This is an optimization exercise on Yosys and OpenROAD, whose aim is small area, a short achievable clock period and few clock cycles, not a production implementation.
Function was checked by simulation only, so behaviour that the tests miss may differ from the original.

**flow/design.v**
```verilog
module fix_audio_ns(
	output reg ack,
	output reg overflow,
	output reg [15:0] tx_data,
	input [15:0] rx_data,
	input [51:0] conf,
	input req,
	input enable,
	input rstn, clk
);
reg req_r;
reg [15:0] rx_r;
reg [51:0] cf;
always @(negedge rstn or posedge clk)
	if (!rstn) req_r <= 1'b0;
	else req_r <= req;
always @(posedge clk) begin
	rx_r <= rx_data;
	cf <= conf;
end
wire [1:0] sel_hpf = cf[1:0];
wire [1:0] sel_lpf = cf[3:2];
wire [15:0] pnc = cf[19:4];
wire [15:0] vol = cf[35:20];
wire [15:0] in_vol = cf[51:36];
wire hen = |sel_hpf;
wire len = |sel_lpf;
wire ken = |pnc;
wire vol_en = vol != 16'd1024;
wire iv_en = in_vol != 16'd1024;
function [15:0] hcoef(input [1:0] i, input [1:0] s);
	case (i)
	2'd0: hcoef = s == 2'b11 ? 16'd732 : s == 2'b10 ? 16'd931 : 16'd1011;
	2'd1: hcoef = s == 2'b11 ? -16'd732 : s == 2'b10 ? -16'd931 : -16'd1011;
	default: hcoef = s == 2'b11 ? 16'd441 : s == 2'b10 ? 16'd838 : 16'd998;
	endcase
endfunction
function [15:0] lcoef(input [3:0] i, input [1:0] s);
	case (i)
	4'd0, 4'd5: lcoef = s == 2'b11 ? 16'd30 : s == 2'b10 ? 16'd54 : 16'd321;
	4'd1, 4'd4: lcoef = s == 2'b11 ? -16'd55 : s == 2'b10 ? -16'd3 : 16'd1362;
	4'd2, 4'd3: lcoef = s == 2'b11 ? 16'd33 : s == 2'b10 ? 16'd56 : 16'd2518;
	4'd6: lcoef = s == 2'b11 ? -16'd3507 : s == 2'b10 ? -16'd2266 : 16'd2270;
	4'd7: lcoef = s == 2'b11 ? 16'd5000 : s == 2'b10 ? 16'd2479 : 16'd2647;
	4'd8: lcoef = s == 2'b11 ? -16'd3656 : s == 2'b10 ? -16'd1413 : 16'd1729;
	4'd9: lcoef = s == 2'b11 ? 16'd1366 : s == 2'b10 ? 16'd444 : 16'd631;
	default: lcoef = s == 2'b11 ? -16'd206 : s == 2'b10 ? -16'd53 : 16'd100;
	endcase
endfunction
function [17:0] smul(input [15:0] a, input [15:0] b, input nega);
	reg [15:0] ma, mb;
	reg [31:0] p;
	begin
		ma = a[15] ? ~a + 16'd1 : a;
		mb = b[15] ? ~b + 16'd1 : b;
		p = ma * mb;
		smul = {|p[30:25], a[15] ^ b[15] ^ (nega & (a != 16'h8000)), p[25:10]};
	end
endfunction
function [16:0] sacc(input [15:0] c, input [17:0] m);
	reg [16:0] s;
	begin
		s = {c[15], c} + ({1'b0, m[15:0]} ^ {17{m[16]}}) + {16'd0, m[16]};
		sacc = {m[17] | (s[16] ^ s[15]), s[15:0]};
	end
endfunction
localparam [3:0]
	P_IDLE = 4'd0, P_H = 4'd1, P_LA1 = 4'd2, P_LA2 = 4'd3, P_LA3 = 4'd4,
	P_L1 = 4'd5, P_L2 = 4'd6, P_L3 = 4'd7, P_K = 4'd8, P_VOL = 4'd9;
reg [3:0] st;
wire go = (st == P_IDLE) & (req_r ^ ack);
reg [15:0] data, lacc, ha, la;
reg [15:0] hx, hy;                  
reg [15:0] x1, x2, x3, x4, x5;      
reg [15:0] y1, y2, y3, y4, y5;      
reg [15:0] es, eec;                 
reg [2:0] cnt;                      
reg ovf, k2done;
reg hpend, lpend;
reg [15:0] dr, dq;                  
reg [2:0] dph;
wire [15:0] hxv = cnt != 3'd0 ? hx : 16'd0;
wire [15:0] x1v = cnt >= 3'd1 ? x1 : 16'd0;
wire [15:0] x2v = cnt >= 3'd2 ? x2 : 16'd0;
wire [15:0] x3v = cnt >= 3'd3 ? x3 : 16'd0;
wire [15:0] x4v = cnt >= 3'd4 ? x4 : 16'd0;
wire [15:0] x5v = cnt >= 3'd5 ? x5 : 16'd0;
wire [15:0] y2v = cnt >= 3'd1 ? y2 : 16'd0;
wire [15:0] y3v = cnt >= 3'd2 ? y3 : 16'd0;
wire [15:0] y4v = cnt >= 3'd3 ? y4 : 16'd0;
wire [15:0] y5v = cnt >= 3'd4 ? y5 : 16'd0;
wire [15:0] eec_nst = eec + pnc;
wire [15:0] kk = eec_nst + 16'd1024;
wire [15:0] ae = eec_nst[15] ? ~eec_nst + 16'd1 : eec_nst;
wire [15:0] ad = kk[15] ? ~kk + 16'd1 : kk;
wire sgn_k = eec_nst[15] ^ kk[15];
wire dovf = (ad == 16'd0) | ({6'd0, ae} >= {ad, 6'd0});
function [31:0] div4(input [15:0] r_in, input [15:0] n_in, input [15:0] d);
	reg [15:0] r, n;
	reg [16:0] r17, t;
	integer i;
	begin
		r = r_in; n = n_in;
		for (i = 0; i < 4; i = i + 1) begin
			r17 = {r, n[15]};
			t = r17 - {1'b0, d};
			n = {n[14:0], ~t[16]};
			r = t[16] ? r17[15:0] : t[15:0];
		end
		div4 = {r, n};
	end
endfunction
wire [31:0] dstep = go ? div4({6'd0, ae[15:6]}, {ae[5:0], 10'd0}, ad) : div4(dr, dq, ad);
wire [15:0] kq = dstep[15:0];
wire kready = dph == 3'd4;
reg [15:0] a1, b1, c1, a2, b2, c2s;
reg n2, pair, u1, u2;
always @(*) begin
	a1 = 16'd0; b1 = data; c1 = 16'd0;
	a2 = 16'd0; b2 = 16'd0; c2s = 16'd0; n2 = 1'b0;
	pair = 1'b0; u1 = 1'b0; u2 = 1'b0;
	if (go) begin
		a1 = in_vol; b1 = rx_r; u1 = iv_en;
		a2 = hen ? hcoef(2'd2, sel_hpf) : lcoef(4'd6, sel_lpf);
		b2 = hen ? hy : y1;
		u2 = hen | len;
	end
	else case (st)
	P_H: begin
		a1 = hcoef(2'd0, sel_hpf); b1 = data;
		a2 = hcoef(2'd1, sel_hpf); b2 = hxv;
		pair = 1'b1; u1 = 1'b1; u2 = 1'b1;
	end
	P_LA1: begin
		a1 = hen ? lcoef(4'd6, sel_lpf) : lcoef(4'd7, sel_lpf);
		b1 = hen ? y1 : y2v;
		c1 = hen ? 16'd0 : la;
		a2 = hen ? lcoef(4'd7, sel_lpf) : lcoef(4'd8, sel_lpf);
		b2 = hen ? y2v : y3v;
		pair = 1'b1; u1 = 1'b1; u2 = 1'b1;
	end
	P_LA2: begin
		a1 = hen ? lcoef(4'd8, sel_lpf) : lcoef(4'd9, sel_lpf);
		b1 = hen ? y3v : y4v;
		c1 = la;
		a2 = hen ? lcoef(4'd9, sel_lpf) : lcoef(4'd10, sel_lpf);
		b2 = hen ? y4v : y5v;
		pair = 1'b1; u1 = 1'b1; u2 = 1'b1;
	end
	P_LA3: begin
		a1 = lcoef(4'd10, sel_lpf); b1 = y5v; c1 = la; u1 = 1'b1;
		a2 = dq; n2 = 1'b1; b2 = eec_nst; c2s = eec_nst; u2 = ken & kready;
	end
	P_L1: begin
		a1 = lcoef(4'd0, sel_lpf); b1 = data;
		a2 = lcoef(4'd1, sel_lpf); b2 = x1v;
		pair = 1'b1; u1 = 1'b1; u2 = 1'b1;
	end
	P_L2: begin
		a1 = lcoef(4'd2, sel_lpf); b1 = x2v; c1 = lacc;
		a2 = lcoef(4'd3, sel_lpf); b2 = x3v;
		pair = 1'b1; u1 = 1'b1; u2 = 1'b1;
	end
	P_L3: begin
		a1 = lcoef(4'd4, sel_lpf); b1 = x4v; c1 = lacc;
		a2 = lcoef(4'd5, sel_lpf); b2 = x5v;
		pair = 1'b1; u1 = 1'b1; u2 = 1'b1;
	end
	P_K: begin
		a1 = dq; b1 = data - es; c1 = es; u1 = kready;
		a2 = dq; n2 = 1'b1; b2 = eec_nst; c2s = eec_nst; u2 = kready & ~k2done;
	end
	P_VOL: begin
		a1 = vol; b1 = data; u1 = vol_en;
	end
	default: ;
	endcase
end
wire [17:0] m1 = smul(a1, b1, 1'b0);
wire [17:0] m2 = smul(a2, b2, n2);
wire [16:0] s1 = sacc(c1, m1);
wire [16:0] s2 = sacc(pair ? s1[15:0] : c2s, m2);
wire ovf1 = u1 & s1[16];
wire ovf2 = u2 & s2[16];
wire [15:0] sa = (st == P_H) ? ha : la;
wire [16:0] dsub = {s2[15], s2[15:0]} - {sa[15], sa};
wire sovf = dsub[16] ^ dsub[15];
wire [15:0] yo = (st == P_H) ? ~dsub[15:0] + 16'd1 : dsub[15:0];
wire [3:0] after_l = ken ? P_K : P_VOL;
wire [3:0] after_h = len ? P_LA1 : after_l;
wire [3:0] after_i = hen ? P_H : after_h;
always @(negedge rstn or posedge clk) begin
	if (!rstn) begin
		st <= P_IDLE;
		ack <= 1'b0;
		overflow <= 1'b0;
		ovf <= 1'b0;
		k2done <= 1'b0;
		cnt <= 3'd0;
		hpend <= 1'b0;
		lpend <= 1'b0;
		dph <= 3'd0;
		hy <= 16'd0;
		y1 <= 16'd0;
		es <= 16'd0;
		eec <= 16'd0;
	end
	else if (enable) begin
		hpend <= go;
		lpend <= go & ~hen | (st == P_H);
		if (go) dph <= 3'd1;
		else if (dph != 3'd4) dph <= dph + 3'd1;
		if (go) begin
			st <= after_i;
			ovf <= ovf1 | ovf2 | ken & dovf;
			k2done <= 1'b0;
		end
		else case (st)
		P_IDLE: ;
		P_H: begin st <= after_h; ovf <= ovf | ovf1 | ovf2 | sovf; hy <= yo; end
		P_LA2: begin st <= hen ? P_LA3 : P_L1; ovf <= ovf | ovf1 | ovf2; end
		P_LA3: begin
			st <= P_L1; ovf <= ovf | ovf1 | ovf2;
			if (u2) begin k2done <= 1'b1; eec <= s2[15:0]; end
		end
		P_L3: begin st <= after_l; ovf <= ovf | ovf1 | ovf2 | sovf; y1 <= yo; end
		P_K: if (kready) begin
			st <= P_VOL; ovf <= ovf | ovf1 | ovf2;
			es <= s1[15:0];
			if (u2) eec <= s2[15:0];
		end
		P_VOL: begin
			st <= P_IDLE;
			ack <= ~ack;
			overflow <= ovf | ovf1;
			if (cnt != 3'd5) cnt <= cnt + 3'd1;
		end
		default: begin st <= st + 4'd1; ovf <= ovf | ovf1 | ovf2; end
		endcase
	end
end
always @(posedge clk) begin
	if (enable) begin
		if (dph != 3'd4 || go) begin
			dr <= dstep[31:16];
			dq <= (dph == 3'd3 && !go) ? (sgn_k ? ~kq + 16'd1 : kq) : kq;
		end
		if (go) begin
			data <= iv_en ? s1[15:0] : rx_r;
			if (hen) ha <= s2[15:0];
			else la <= s2[15:0];
		end
		case (st)
		P_LA1, P_LA2: la <= s2[15:0];
		P_LA3: la <= s1[15:0];
		P_L1, P_L2: lacc <= s2[15:0];
		P_H, P_L3: data <= yo;
		P_K: if (kready) data <= s1[15:0];
		P_VOL: tx_data <= vol_en ? s1[15:0] : data;
		default: ;
		endcase
		if ((st == P_H) | hpend & ~hen) hx <= data;
		if ((st == P_L3) | lpend & ~len) begin
			x1 <= data; x2 <= x1; x3 <= x2; x4 <= x3; x5 <= x4;
			y2 <= y1; y3 <= y2; y4 <= y3; y5 <= y4;
		end
	end
end
endmodule
```
**flow/run.sh**
```bash
#!/bin/bash
# synth_recipe.tcl (not shown) runs the flow's synth.tcl, then flattens the netlist and writes it again
# the make line also repeats each setting of config.mk as NAME=value (left out here)
make -C /OpenROAD-flow-scripts/flow DESIGN_CONFIG=/design/flow/config.mk WORK_HOME=/design/flow/orfs CLKGATE_MAP_FILE= SYNTH_SCRIPT=/design/flow/synth_recipe.tcl finish
```
**flow/config.mk**
```make
export PLATFORM = sky130hd
export DESIGN_NAME = fix_audio_ns
export DESIGN_NICKNAME = fix_audio_ns
export VERILOG_FILES = /design/flow/design.v
export SDC_FILE = /design/flow/constraint.sdc
export NUM_CORES = 4
export LEC_CHECK = 0
export CAP_MARGIN = 20
export CORE_MARGIN = 2
export CORE_UTILIZATION = 40
export SLEW_MARGIN = 20
```
**flow/constraint.sdc**
```tcl
create_clock -name core_clock -period 90.0 [get_ports {clk}]
set_input_delay 18.0000 -clock core_clock [delete_from_list [all_inputs] [get_ports {clk}]]
set_output_delay 18.0000 -clock core_clock [all_outputs]
set_load 0.01 [all_outputs]
```
==> key figures, run 1 <==
STA
  • Max-slew headroom: 0.1856
  • Setup ws final: 69.20 ns
  • Final slew viol count: 0
  • Final Critical Period: 20.80 ns
  • Fin crit share: 0.2311
  • Worst-Margin Slew: 1.205 ns
  • Unrepaired setup endpoints after global routing: no
  • Hold Vio Cnt, Final: 0
  • Setup Skew: 0.09570 ns
  • Final setup fails: 0
  • Setup TNS: 0 ns
  • Final hold slack: 0.4507 ns
  • Fmax: 48.07 MHz

Final layout
  • Most flops, register: cf
  • Max FFs per register: 52
  • Layout Nets: 6504
  • Layout cells sized above 1: 0.08056
  • Layout fillers: 11880
  • Layout area overhead: 10.53%
  • Finished Cell Area: 54570 um^2

Routing
  • First-pass DRT Iterations: 6
  • Antenna-violating nets left: 0
  • Wire per inst: 23.20 um
  • Vias post-DR: 42180
  • Via-per-instance ratio: 5.797
  • # DRC: 0
  • Total routed wirelength: 168.7 mm
  • 1st-iter DRT viols: 4279

Synth
  • EDFF count, synth: 272
  • Async set-reset flop share out of synthesis: 0.1924
  • Count of different cell masters after synthesis: 121
  • Compound-cell area share of the yosys netlist: 0.1646
  • Proportion of synthesized area in mux cells: 0.03388
  • Post-synthesis simple-gate area fraction: 0.1644
  • Top-area cell type share of the netlist area: 0.1654
  • Sequential share of the synthesized area: 0.2340
  • Yosys warnings: 1
  • Syn Std Cell Area: 49380 um^2
  • Adder-Cell Fraction of Synth Area: 0.2703
  • Xor and xnor area share after synthesis: 0.06482
  • Yosys reg bits: 421
  • Synth Flop Type: edfxtp_1
  • Gate Count Post-Synth: 5543
  • Synthesized area per cell: 8.908 um^2
  • Dominant cell type by area after synthesis: edfxtp_1
  • Synth top area cells: edfxtp_1, fa_1, ha_1, nand2_1, inv_1
  • Combinational family with the most area after synthesis: adder cells

Clock network
  • Post-CTS sizing: 0
  • Worst-path clk slew: 0.06 ns
  • H-Tree Depth: 2
  • Clk latency of the worst-skew pair: 0.70 ns
  • CTS root buffer: clkbuf_16
  • Number of setup buffers added after CTS: 0
  • Total clock sinks: 421
  • Hold-fix buffers, CTS: 0
  • Clock Path Buffers: 3
  • CTS tree: built
  • CTS buffer count: 51

Die
  • Area of the die: 126300 um^2
  • # IOs: 90
  • Core ar.: 122200 um^2
  • # rows: 128
  • Initial core utilization: 0.4041
  • Horiz. Die Dim: 355.3 um
  • Die height: 355.3 um

Critical path
  • R2R setup slack: 71.17 ns
  • Startpoint types: input pin
  • Worst path slowest cell: buf_4
  • Crit path kind: input pin to flop
  • Largest stage delay on the critical path: 0.91 ns
  • Cell Chain, Critical Path: clkdlybuf4s50_1, buf_4, inv_1, a21oi_4, buf_4, buf_4
  • WP data required: 90.24 ns
  • Crit-path most repeated cell: buf_4
  • Crit path DAT: 21.04 ns
  • Crit. End Element: flop
  • Maximum fanout along the worst path: 77

Run
  • Max cap viols: 0

Placement
  • Buffers on Ports: 89
  • GPL Wtd Cong: 0.9330
  • Placed wire-length estimate: 130.5 mm
  • DP Worst Slack: 68.62 ns
  • DP Area: 52720 um^2

GRT
  • Largest net degree at the start of global routing: 78
  • Grt ovf: 0
  • Initial antenna violation count: 5
  • Total global-route track usage: 0.2645
  • First-pass GRT wire length: 254.9 mm
  • Vias in the first global route: 41040

Hold path
  • Hold Crit Class: flop to flop

Status
  • Status: timing/DRC/antenna clean
[worst paths after layout]
check / to / cells past startpoint / startpoint
setup / recovery: y4[1] / 6 / enable
hold / removal: x5[5] / 0 / x4[5]
setup reg to reg: dq[14] / 77 / eec[0]
hold reg to reg: x5[5] / 0 / x4[5]
max in group asynchronous: ack / 2 / rstn
min in group asynchronous: eec[5] / 1 / rstn
[worst max-delay path: cells and delay by family]
family          cells  cell delay [ns]
compound gates      1             0.17
buf+inv             5             2.73
[placed cells by master, fill, tap and decap left out, drive strengths merged, types with 38 or more instances in the layout]
cell type      count
nand2            647
inv              631
ha               430
fa               397
nor2             372
a21oi            303
o21ai            280
edfxtp           272
xnor2            227
buf              166
xor2             132
nand3            103
and2             100
nor2b             99
clkdlybuf4s50     88
nand2b            85
dfrtp             81
mux2i             79
mux2              78
nor3              74
a21o              69
dfxtp             68
clkbuf            67
a32oi             38
[layer usage]
| metal | vias to the layer above | global-route usage | routed length, um |
|---|---|---|---|
| met1 | 20790 | 0.3556 | 69970 |
| met3 | 283 | 0.05708 | 16230 |
| met4 | 8 | 0.09966 | 6865 |
| met2 | 1806 | 0.4166 | 75630 |
| li1 | 19290 | - | - |
| met5 | - | 0 | 50 |
[synthesized netlist by cell type (23+ instances only)]
cell type and n:
a211oi_1 36, a21boi_0 25, a21o_1 66, a21oi_1 299, a22oi_1 28, a31oi_1 28
a32oi_1 38, and2_1 96, and3_1 34, clkbuf_1 210, dfrtp_1 81, dfxtp_1 68
edfxtp_1 272, fa_1 397, ha_1 430, inv_1 624, mux2_2 77, mux2i_1 79
nand2_1 647, nand2b_1 85, nand3_1 103, nand4_1 36, nor2_1 370, nor2b_1 99
nor3_1 70, nor4_1 23, o21a_1 35, o21ai_0 272, o22ai_1 35, o31ai_1 30
or3_1 27, xnor2_1 223, xor2_1 130
[metrics by stage]
| step | utilization | instances |
|---|---|---|
| detailed placement | 0.4314 | 7177 |
| floorplan | - | 5544 |
| CTS | 0.4464 | 7273 |
| global placement | 0.4314 | 7176 |
| finish | 0.4466 | 7275 |
| global route | 0.4466 | 7273 |
[final cells by class]
type	count	area, um^2	share of cell area
Antenna cell	2	5.005	0.00009171
Clock buffer	67	1470	0.02694
Clock inverter	29	354.1	0.006488
Inverter	625	2346	0.04299
Multi-Input combinational cell	4252	34680	0.6355
Sequential cell	421	11560	0.2118
Tap cell	1625	2033	0.03726
Timing Repair Buffer	254	2127	0.03898
[kinds of logic after synthesis]
logic type      count (synthesis)
simple gates                 1703
buf+inv                       871
flops                         421
mux                           157
compound gates               1202
other cells                     1
fa+ha+maj                     829
xor+xnor                      359
Testbench counts, summed over its fixed seeds: cycles 41,920.
==> run 2, diff against run 1 <==
--- a/flow/design.v
+++ b/flow/design.v
@@ -1,2 +1,23 @@
+module umul16 (input [15:0] a, input [15:0] b, output [31:0] p);
+  localparam N = 16, M = 16;
+  wire [N*M-1:0] s, c;
+  genvar i, j;
+  generate for (i = 0; i < M; i = i + 1) begin : row
+    for (j = 0; j < N; j = j + 1) begin : col
+      wire x = a[j] & b[i];
+      if (i == 0) begin : r0
+        assign s[j] = x; assign c[j] = 1'b0;
+      end else begin : rn
+        wire y, z;
+        if (j == N-1) begin : top assign y = 1'b0; end else begin : nt assign y = s[(i-1)*N+j+1]; end
+        assign z = c[(i-1)*N+j];
+        assign s[i*N+j] = x ^ y ^ z;
+        assign c[i*N+j] = (x & y) | (x & z) | (y & z);
+      end
+    end
+    assign p[i] = s[i*N];
+  end endgenerate
+  assign p[31:16] = {1'b0, s[M*N-1:(M-1)*N+1]} + c[M*N-1:(M-1)*N];
+endmodule
 module fix_audio_ns(
 	output reg ack,
@@ -48,13 +69,9 @@
 	endcase
 endfunction
-function [17:0] smul(input [15:0] a, input [15:0] b, input nega);
-	reg [15:0] ma, mb;
-	reg [31:0] p;
-	begin
-		ma = a[15] ? ~a + 16'd1 : a;
-		mb = b[15] ? ~b + 16'd1 : b;
-		p = ma * mb;
-		smul = {|p[30:25], a[15] ^ b[15] ^ (nega & (a != 16'h8000)), p[25:10]};
-	end
+function [15:0] mag(input [15:0] a);
+	mag = a[15] ? ~a + 16'd1 : a;
+endfunction
+function [17:0] smul(input [31:0] p, input [15:0] a, input [15:0] b, input nega);
+	smul = {|p[30:25], a[15] ^ b[15] ^ (nega & (a != 16'h8000)), p[25:10]};
 endfunction
 function [16:0] sacc(input [15:0] c, input [17:0] m);
@@ -177,6 +194,9 @@
 	endcase
 end
-wire [17:0] m1 = smul(a1, b1, 1'b0);
-wire [17:0] m2 = smul(a2, b2, n2);
+wire [31:0] p1, p2;
+umul16 u_mul1(.a(mag(a1)), .b(mag(b1)), .p(p1));
+umul16 u_mul2(.a(mag(a2)), .b(mag(b2)), .p(p2));
+wire [17:0] m1 = smul(p1, a1, b1, 1'b0);
+wire [17:0] m2 = smul(p2, a2, b2, n2);
 wire [16:0] s1 = sacc(c1, m1);
 wire [16:0] s2 = sacc(pair ? s1[15:0] : c2s, m2);
--- a/flow/config.mk
+++ b/flow/config.mk
@@ -6,6 +6,6 @@
 export NUM_CORES = 4
 export LEC_CHECK = 0
-export CAP_MARGIN = 20
+export CAP_MARGIN = 40
 export CORE_MARGIN = 2
 export CORE_UTILIZATION = 40
-export SLEW_MARGIN = 20
+export SLEW_MARGIN = 60
==> run 2 against run 1 <==
Sequential share of layout area is 1.0 points higher. Non-clock buffer count is 27 higher. Synthesized area is 6.1% lower. Critical path depth is 1 higher. Core utilization is 0.73 points higher. Final area is 4.6% lower. Global-route usage is 0.66 points lower. First-iteration DRC count is 10% lower. Clock skew is 0.053 ns lower. Clock-buffer cell count is 2 higher. Critical path type unchanged. Largest cell class unchanged. Highest routed layer unchanged.
==> key figures, run 2 <==
Die
  • # rows: 124
  • Core ar.: 114700 um^2
  • # IOs: 90
  • Initial core utilization: 0.4046
  • Die height: 344.5 um
  • Horiz. Die Dim: 344.5 um
  • Area of the die: 118700 um^2

Final layout
  • Max FFs per register: 52
  • Layout fillers: 11140
  • Commonest non-fill, non-tap cell in the layout: nor2_1
  • Commonest cells after routing, fill and taps aside: nor2_1, fa_1, nand2_1
  • Final Non-Filler Cells: 6752
  • Layout Nets: 5977
  • Most flops, register: cf
  • Layout area overhead: 12.19%
  • Layout cells sized above 1: 0.1004

GRT
  • Grt ovf: 0
  • Total global-route track usage: 0.2579
  • Largest net degree at the start of global routing: 77
  • Vias in the first global route: 38530
  • First-pass GRT wire length: 233.9 mm
  • Initial antenna violation count: 2

Clock network
  • Post-CTS sizing: 0
  • Hold-fix buffers, CTS: 0
  • H-Tree Depth: 2
  • Total clock sinks: 421
  • Clock Path Buffers: 3
  • Clk latency of the worst-skew pair: 0.65 ns
  • CTS root buffer: clkbuf_16
  • Worst-path clk slew: 0.07 ns
  • CTS tree: built
  • Number of setup buffers added after CTS: 0
  • CTS buffer count: 49

STA
  • Hold Vio Cnt, Final: 0
  • Max-slew headroom: 0.5706
  • Setup TNS: 0 ns
  • Fin crit share: 0.2250
  • Final setup fails: 0
  • Setup Skew: 0.04316 ns
  • Final slew viol count: 0
  • Unrepaired setup endpoints after global routing: no
  • Worst-Margin Slew: 0.6441 ns
  • Fmax: 49.38 MHz
  • Final Critical Period: 20.25 ns

Status
  • Status: timing/DRC/antenna clean

Synth
  • Top-area cell type share of the netlist area: 0.1808
  • Synth top area cells: fa_1, edfxtp_1, ha_1, nor2_1, dfrtp_1
  • Compound-cell area share of the yosys netlist: 0.1772
  • Synth cell count leaders: nor2_1, fa_1, nand2_1
  • Adder-Cell Fraction of Synth Area: 0.2605
  • Count leader, synth: nor2_1
  • Proportion of synthesized area in mux cells: 0.03129
  • Yosys reg bits: 421
  • Syn Std Cell Area: 46390 um^2
  • Synth Flop Type: edfxtp_1
  • Yosys warnings: 1
  • Async set-reset flop share out of synthesis: 0.1924
  • Combinational family with the most area after synthesis: adder cells
  • Dominant cell type by area after synthesis: fa_1
  • Gate Count Post-Synth: 5122
  • Count of different cell masters after synthesis: 110
  • Synthesized area per cell: 9.056 um^2
  • EDFF count, synth: 272
  • Sequential share of the synthesized area: 0.2491
  • Xor and xnor area share after synthesis: 0.06131
  • Post-synthesis simple-gate area fraction: 0.1742

Critical path
  • Reg2reg path depth: 65
  • RR Startpoint: cf[0]
  • Crit path kind: input pin to flop
  • Startpoint types: input pin
  • Crit path DAT: 20.55 ns
  • Largest stage delay on the critical path: 0.46 ns
  • CP bufs+invs: 6
  • Largest delay share family, worst path: buffers and inverters
  • Cell Chain, Critical Path: clkdlybuf4s50_1, buf_4, inv_1, a21oi_4, buf_8, buf_8, buf_16
  • Worst path slowest cell: clkdlybuf4s50_1
  • R2R setup slack: 70.49 ns
  • Maximum fanout along the worst path: 69
  • WP data required: 90.30 ns
  • Crit. End Element: flop
  • Critical R2R Capture: data[15]
  • Crit-path most repeated cell: buf_8

Hold path
  • Worst Hold Path Cells: 0
  • Hold Path End: x2[12]
  • Hold Path Origin: x1[12]
  • Hold Crit Class: flop to flop

Routing
  • First-pass DRT Iterations: 8
  • 1st-iter DRT viols: 3845
  • Wire per inst: 22.86 um
  • Via-per-instance ratio: 5.887
  • Antenna-violating nets left: 0
  • # DRC: 0
  • Total routed wirelength: 154.4 mm
  • Vias post-DR: 39750

Placement
  • Placed wire-length estimate: 120.6 mm
  • GPL Wtd Cong: 1.010
  • Number of instances in the placed design: 6651
  • Buffers on Ports: 89

Run
  • Max cap viols: 0
[run 2: cell count changes after synthesis, sizes merged, moves of 21 or more]
cell	previous run	this run
a22oi	28	49
fa	397	419
nand2	647	370
ha	430	289
inv	624	300
nand2b	85	109
nor2	372	729
nor2b	99	51
o21a	35	60
and2	100	31
xor2	132	99
[run 2: cells by family after synthesis]
logic type / Yosys count
buffers and inverters: 558
and+or+nand+nor: 1735
DFF: 421
other: 1
xor gates and xnor gates: 318
muxes: 134
adders and majority gates: 716
AOI/OAI and AO/OA: 1239
[run 2: how the worst max path moves through the flow]
stage / start / end / slack [ns] / cells after the start
detailed placement: enable / x1[15] / 69.18 / 6
CTS: enable / x1[15] / 69.84 / 6
global route: enable / x1[15] / 69.65 / 7
floorplan: enable / x1[0] / 64.02 / 3
global placement: enable / x3[15] / 68.64 / 6
finish: enable / x1[15] / 69.75 / 7
[run 2: layer usage]
metal | up-vias | routed length [um] | GRT usage
met5 | - | 13 | 0
met4 | 2 | 7609 | 0.1108
met3 | 282 | 12620 | 0.04641
met2 | 1525 | 67180 | 0.3957
met1 | 19670 | 66950 | 0.3567
li1 | 18270 | - | -
[run 2: worst reg2reg max path: cells and delay by family (launching register included)]
family	cells	cell delay, ns
AO/OA/AOI/OAI	16	4.00
AND/OR/NAND/NOR	10	2.07
flip-flops	1	0.30
buffers and inverters	12	2.35
adder cells (fa/ha/maj)	21	9.22
XOR/XNOR	6	1.29
[run 2: layout make-up]
type | instances | area, um^2 | area share
tap | 1512 | 1892 | 0.03635
multi-input combinational | 4144 | 33350 | 0.6408
clock inverter | 23 | 205.2 | 0.003943
inverter | 300 | 1126 | 0.02164
clock buffer | 69 | 1489 | 0.02861
timing repair buffer | 281 | 2421 | 0.04652
sequential | 421 | 11560 | 0.2221
antenna | 2 | 5.005 | 0.00009617
[run 2: metrics by stage]
stage	hold slack (ns)	setup slack (ns)	instance area, um^2	utilization
after detailed placement	0.4324	69.18	50090	0.4368
after global routing	0.4457	69.65	52040	0.4539
after CTS	0.4446	69.84	51780	0.4516
after floorplan	0.4174	64.02	46390	-
after global placement	0.4295	68.64	49540	0.4321
final	0.4468	69.75	52040	0.4539
Testbench counts of run 2, summed over its fixed seeds: cycles 41,920.
==> run 3, diff against run 2 <==
--- a/flow/config.mk
+++ b/flow/config.mk
@@ -6,6 +6,6 @@
 export NUM_CORES = 4
 export LEC_CHECK = 0
-export CAP_MARGIN = 40
+export CAP_MARGIN = 20
 export CORE_MARGIN = 2
 export CORE_UTILIZATION = 40
-export SLEW_MARGIN = 60
+export SLEW_MARGIN = 20
==> run 3 against run 2 <==
Largest cell class unchanged. Clock-buffer cell count did not move. Flip-flop and latch count is the same. First-iteration DRC count is 0.39% lower. Clock skew fell by 0.0095 ns. Still clean on timing, DRC and antenna. Wire length fell by 0.39%.
==> key figures, run 3 <==
Status
  • Status: timing/DRC/antenna clean

Die
  • Horiz. Die Dim: 344.5 um
  • Area of the die: 118700 um^2
  • # rows: 124
  • Initial core utilization: 0.4046
  • # IOs: 90
  • Core ar.: 114700 um^2
  • Die height: 344.5 um

Synth
  • Gate Count Post-Synth: 5122
  • EDFF count, synth: 272
  • Synthesized area per cell: 9.056 um^2
  • Count of different cell masters after synthesis: 110
  • Xor and xnor area share after synthesis: 0.06131
  • Async set-reset flop share out of synthesis: 0.1924
  • Yosys reg bits: 421
  • Post-synthesis simple-gate area fraction: 0.1742
  • Syn Std Cell Area: 46390 um^2
  • Top-area cell type share of the netlist area: 0.1808
  • Synth cell count leaders: nor2_1, fa_1, nand2_1
  • Synth top area cells: fa_1, edfxtp_1, ha_1, nor2_1, dfrtp_1
  • Count leader, synth: nor2_1
  • Adder-Cell Fraction of Synth Area: 0.2605
  • Yosys warnings: 1
  • Sequential share of the synthesized area: 0.2491
  • Combinational family with the most area after synthesis: adder cells
  • Compound-cell area share of the yosys netlist: 0.1772
  • Synth Flop Type: edfxtp_1
  • Dominant cell type by area after synthesis: fa_1
  • Proportion of synthesized area in mux cells: 0.03129

STA
  • Fmax: 47.97 MHz
  • Max-slew headroom: 0.1693
  • Hold Vio Cnt, Final: 0
  • Fin crit share: 0.2316
  • Final slew viol count: 0
  • Final setup fails: 0
  • Setup Skew: 0.03367 ns
  • Final Critical Period: 20.85 ns
  • Setup ws final: 69.15 ns
  • Setup TNS: 0 ns
  • Worst-Margin Slew: 1.215 ns
  • Unrepaired setup endpoints after global routing: no

GRT
  • Total global-route track usage: 0.2564
  • Vias in the first global route: 38390
  • First-pass GRT wire length: 233.6 mm
  • Grt ovf: 0
  • Largest net degree at the start of global routing: 77
  • Initial antenna violation count: 4

Placement
  • DP Area: 49550 um^2
  • Buffers on Ports: 89
  • DP Worst Slack: 68.58 ns
  • GPL Wtd Cong: 1.010
  • Placed wire-length estimate: 120.2 mm
  • Number of instances in the placed design: 6639

Critical path
  • Critical R2R Capture: data[15]
  • WP data required: 90.24 ns
  • R2R setup slack: 69.29 ns
  • Crit path kind: input pin to flop
  • RR Startpoint: st[0]
  • Crit. End Element: flop
  • Crit path DAT: 21.08 ns
  • Reg2reg path depth: 63
  • Maximum fanout along the worst path: 76
  • Startpoint types: input pin

Final layout
  • Finished Cell Area: 51180 um^2
  • Final Non-Filler Cells: 6732
  • Layout fillers: 11090
  • Layout area overhead: 10.34%
  • Most flops, register: cf
  • Layout Nets: 5957
  • Commonest non-fill, non-tap cell in the layout: nor2_1
  • Commonest cells after routing, fill and taps aside: nor2_1, fa_1, nand2_1
  • Layout cells sized above 1: 0.08108
  • Max FFs per register: 52

Routing
  • # DRC: 0
  • First-pass DRT Iterations: 8
  • 1st-iter DRT viols: 3830
  • Via-per-instance ratio: 5.912
  • Antenna-violating nets left: 0
  • Vias post-DR: 39800
  • Total routed wirelength: 153.8 mm
  • Wire per inst: 22.84 um

Clock network
  • Hold-fix buffers, CTS: 0
  • H-Tree Depth: 2
  • Post-CTS sizing: 0
  • Number of setup buffers added after CTS: 0
  • Clock Path Buffers: 3
  • Total clock sinks: 421
  • CTS buffer count: 48
  • Worst-path clk slew: 0.06 ns
  • CTS tree: built
  • CTS root buffer: clkbuf_16
  • Clk latency of the worst-skew pair: 0.63 ns

Run
  • Max cap viols: 0

Hold path
  • Worst Hold Path Cells: 0
  • Hold Path End: x4[12]
  • Hold Path Origin: x3[12]
  • Hold Crit Class: flop to flop
==> run 3: cell counts after synthesis <==
No cell type changed its count.
==> run 3: layout make-up <==
type                            count  area (um^2)  share of cell area
Multi-Input combinational cell   4144        32800              0.6408
Clock inverter                     21        249.0            0.004865
Sequential cell                   421        11560              0.2258
Inverter                          300         1126             0.02200
Clock buffer                       69         1365             0.02667
Tap cell                         1512         1892             0.03696
Antenna cell                        3        7.507           0.0001467
Timing Repair Buffer              262         2187             0.04273
==> run 3: how the worst max path moves through the flow <==
| stage | from | endpoint | slack (ns) | cells past startpoint |
|---|---|---|---|---|
| 5_1_grt | st[0] | data[15] | 68.36 | 63 |
| 3_3_place_gp | enable | x3[15] | 68.64 | 6 |
| 4_1_cts | enable | x1[15] | 69.25 | 6 |
| 2_1_floorplan | enable | x1[0] | 64.02 | 3 |
| 6_report | enable | x1[15] | 69.15 | 6 |
| 3_5_place_dp | enable | x4[1] | 68.58 | 6 |
==> run 3: routing by layer <==
layer	vias up	global-route usage	part of all wire
met1	19760	0.3582	0.44
met2	1528	0.3977	0.44
met3	289	0.04106	0.080
met5	-	0	0.000085
met4	2	0.09982	0.044
li1	18220	-	-
==> run 3: cells by family (layout without fill, tap and decap cells) <==
family | count (synthesis) | after routing
xor+xnor | 318 | 318
fa+ha+maj | 716 | 716
flops | 421 | 421
compound gates | 1239 | 1239
simple gates | 1735 | 1735
other cells | 1 | 5
buf+inv | 558 | 652
mux | 134 | 134
==> run 3: critical path, stage by stage <==
cell             delay (ns)
clkdlybuf4s50_1        0.46
buf_4                  0.39
inv_1                  0.27
a21oi_4                0.19
buf_4                  0.70
buf_4                  0.87
==> run 3: through the flow <==
step | util | hold WS (ns)
2_1_floorplan | - | 0.4174
3_3_place_gp | 0.4321 | 0.4295
3_5_place_dp | 0.4321 | 0.4352
4_1_cts | 0.4462 | 0.4438
5_1_grt | 0.4464 | 0.4376
6_report | 0.4464 | 0.4535

## re-timing with driven ports
No port has a modelled driver above. Below, the same layouts with a new extraction and two added sets of constraints.
Step 1 sets driving cells, clkbuf_16 on the clock port and buf_2 on the other inputs (assumed; they add their load-dependent delay and slew).
Step 2 adds t to the input delays and takes it off the output delays; t is the mean of the earliest and latest rising clock arrival at the registers after step 1. Input paths then give back, and output paths get back, about the clock's delay inside the block.
a / b / c = ideal ports / drivers / drivers and shift; a / b = the first two.
run | t (ns) | slack for setup (ns) | slew at the worst register clock pin (ns)
run 1 | 0.723 | 69.197 / 69.241 / 68.518 | 0.07 / 0.07
run 2 | 0.700 | 69.750 / 69.801 / 69.101 | 0.07 / 0.07
run 3 | 0.692 | 69.153 / 69.203 / 68.512 | 0.07 / 0.07
After both steps setup and hold are still met in every run listed. The setup slack of run 1, which loses most, moves by +0.044 ns with the drivers and by -0.679 ns with both steps.
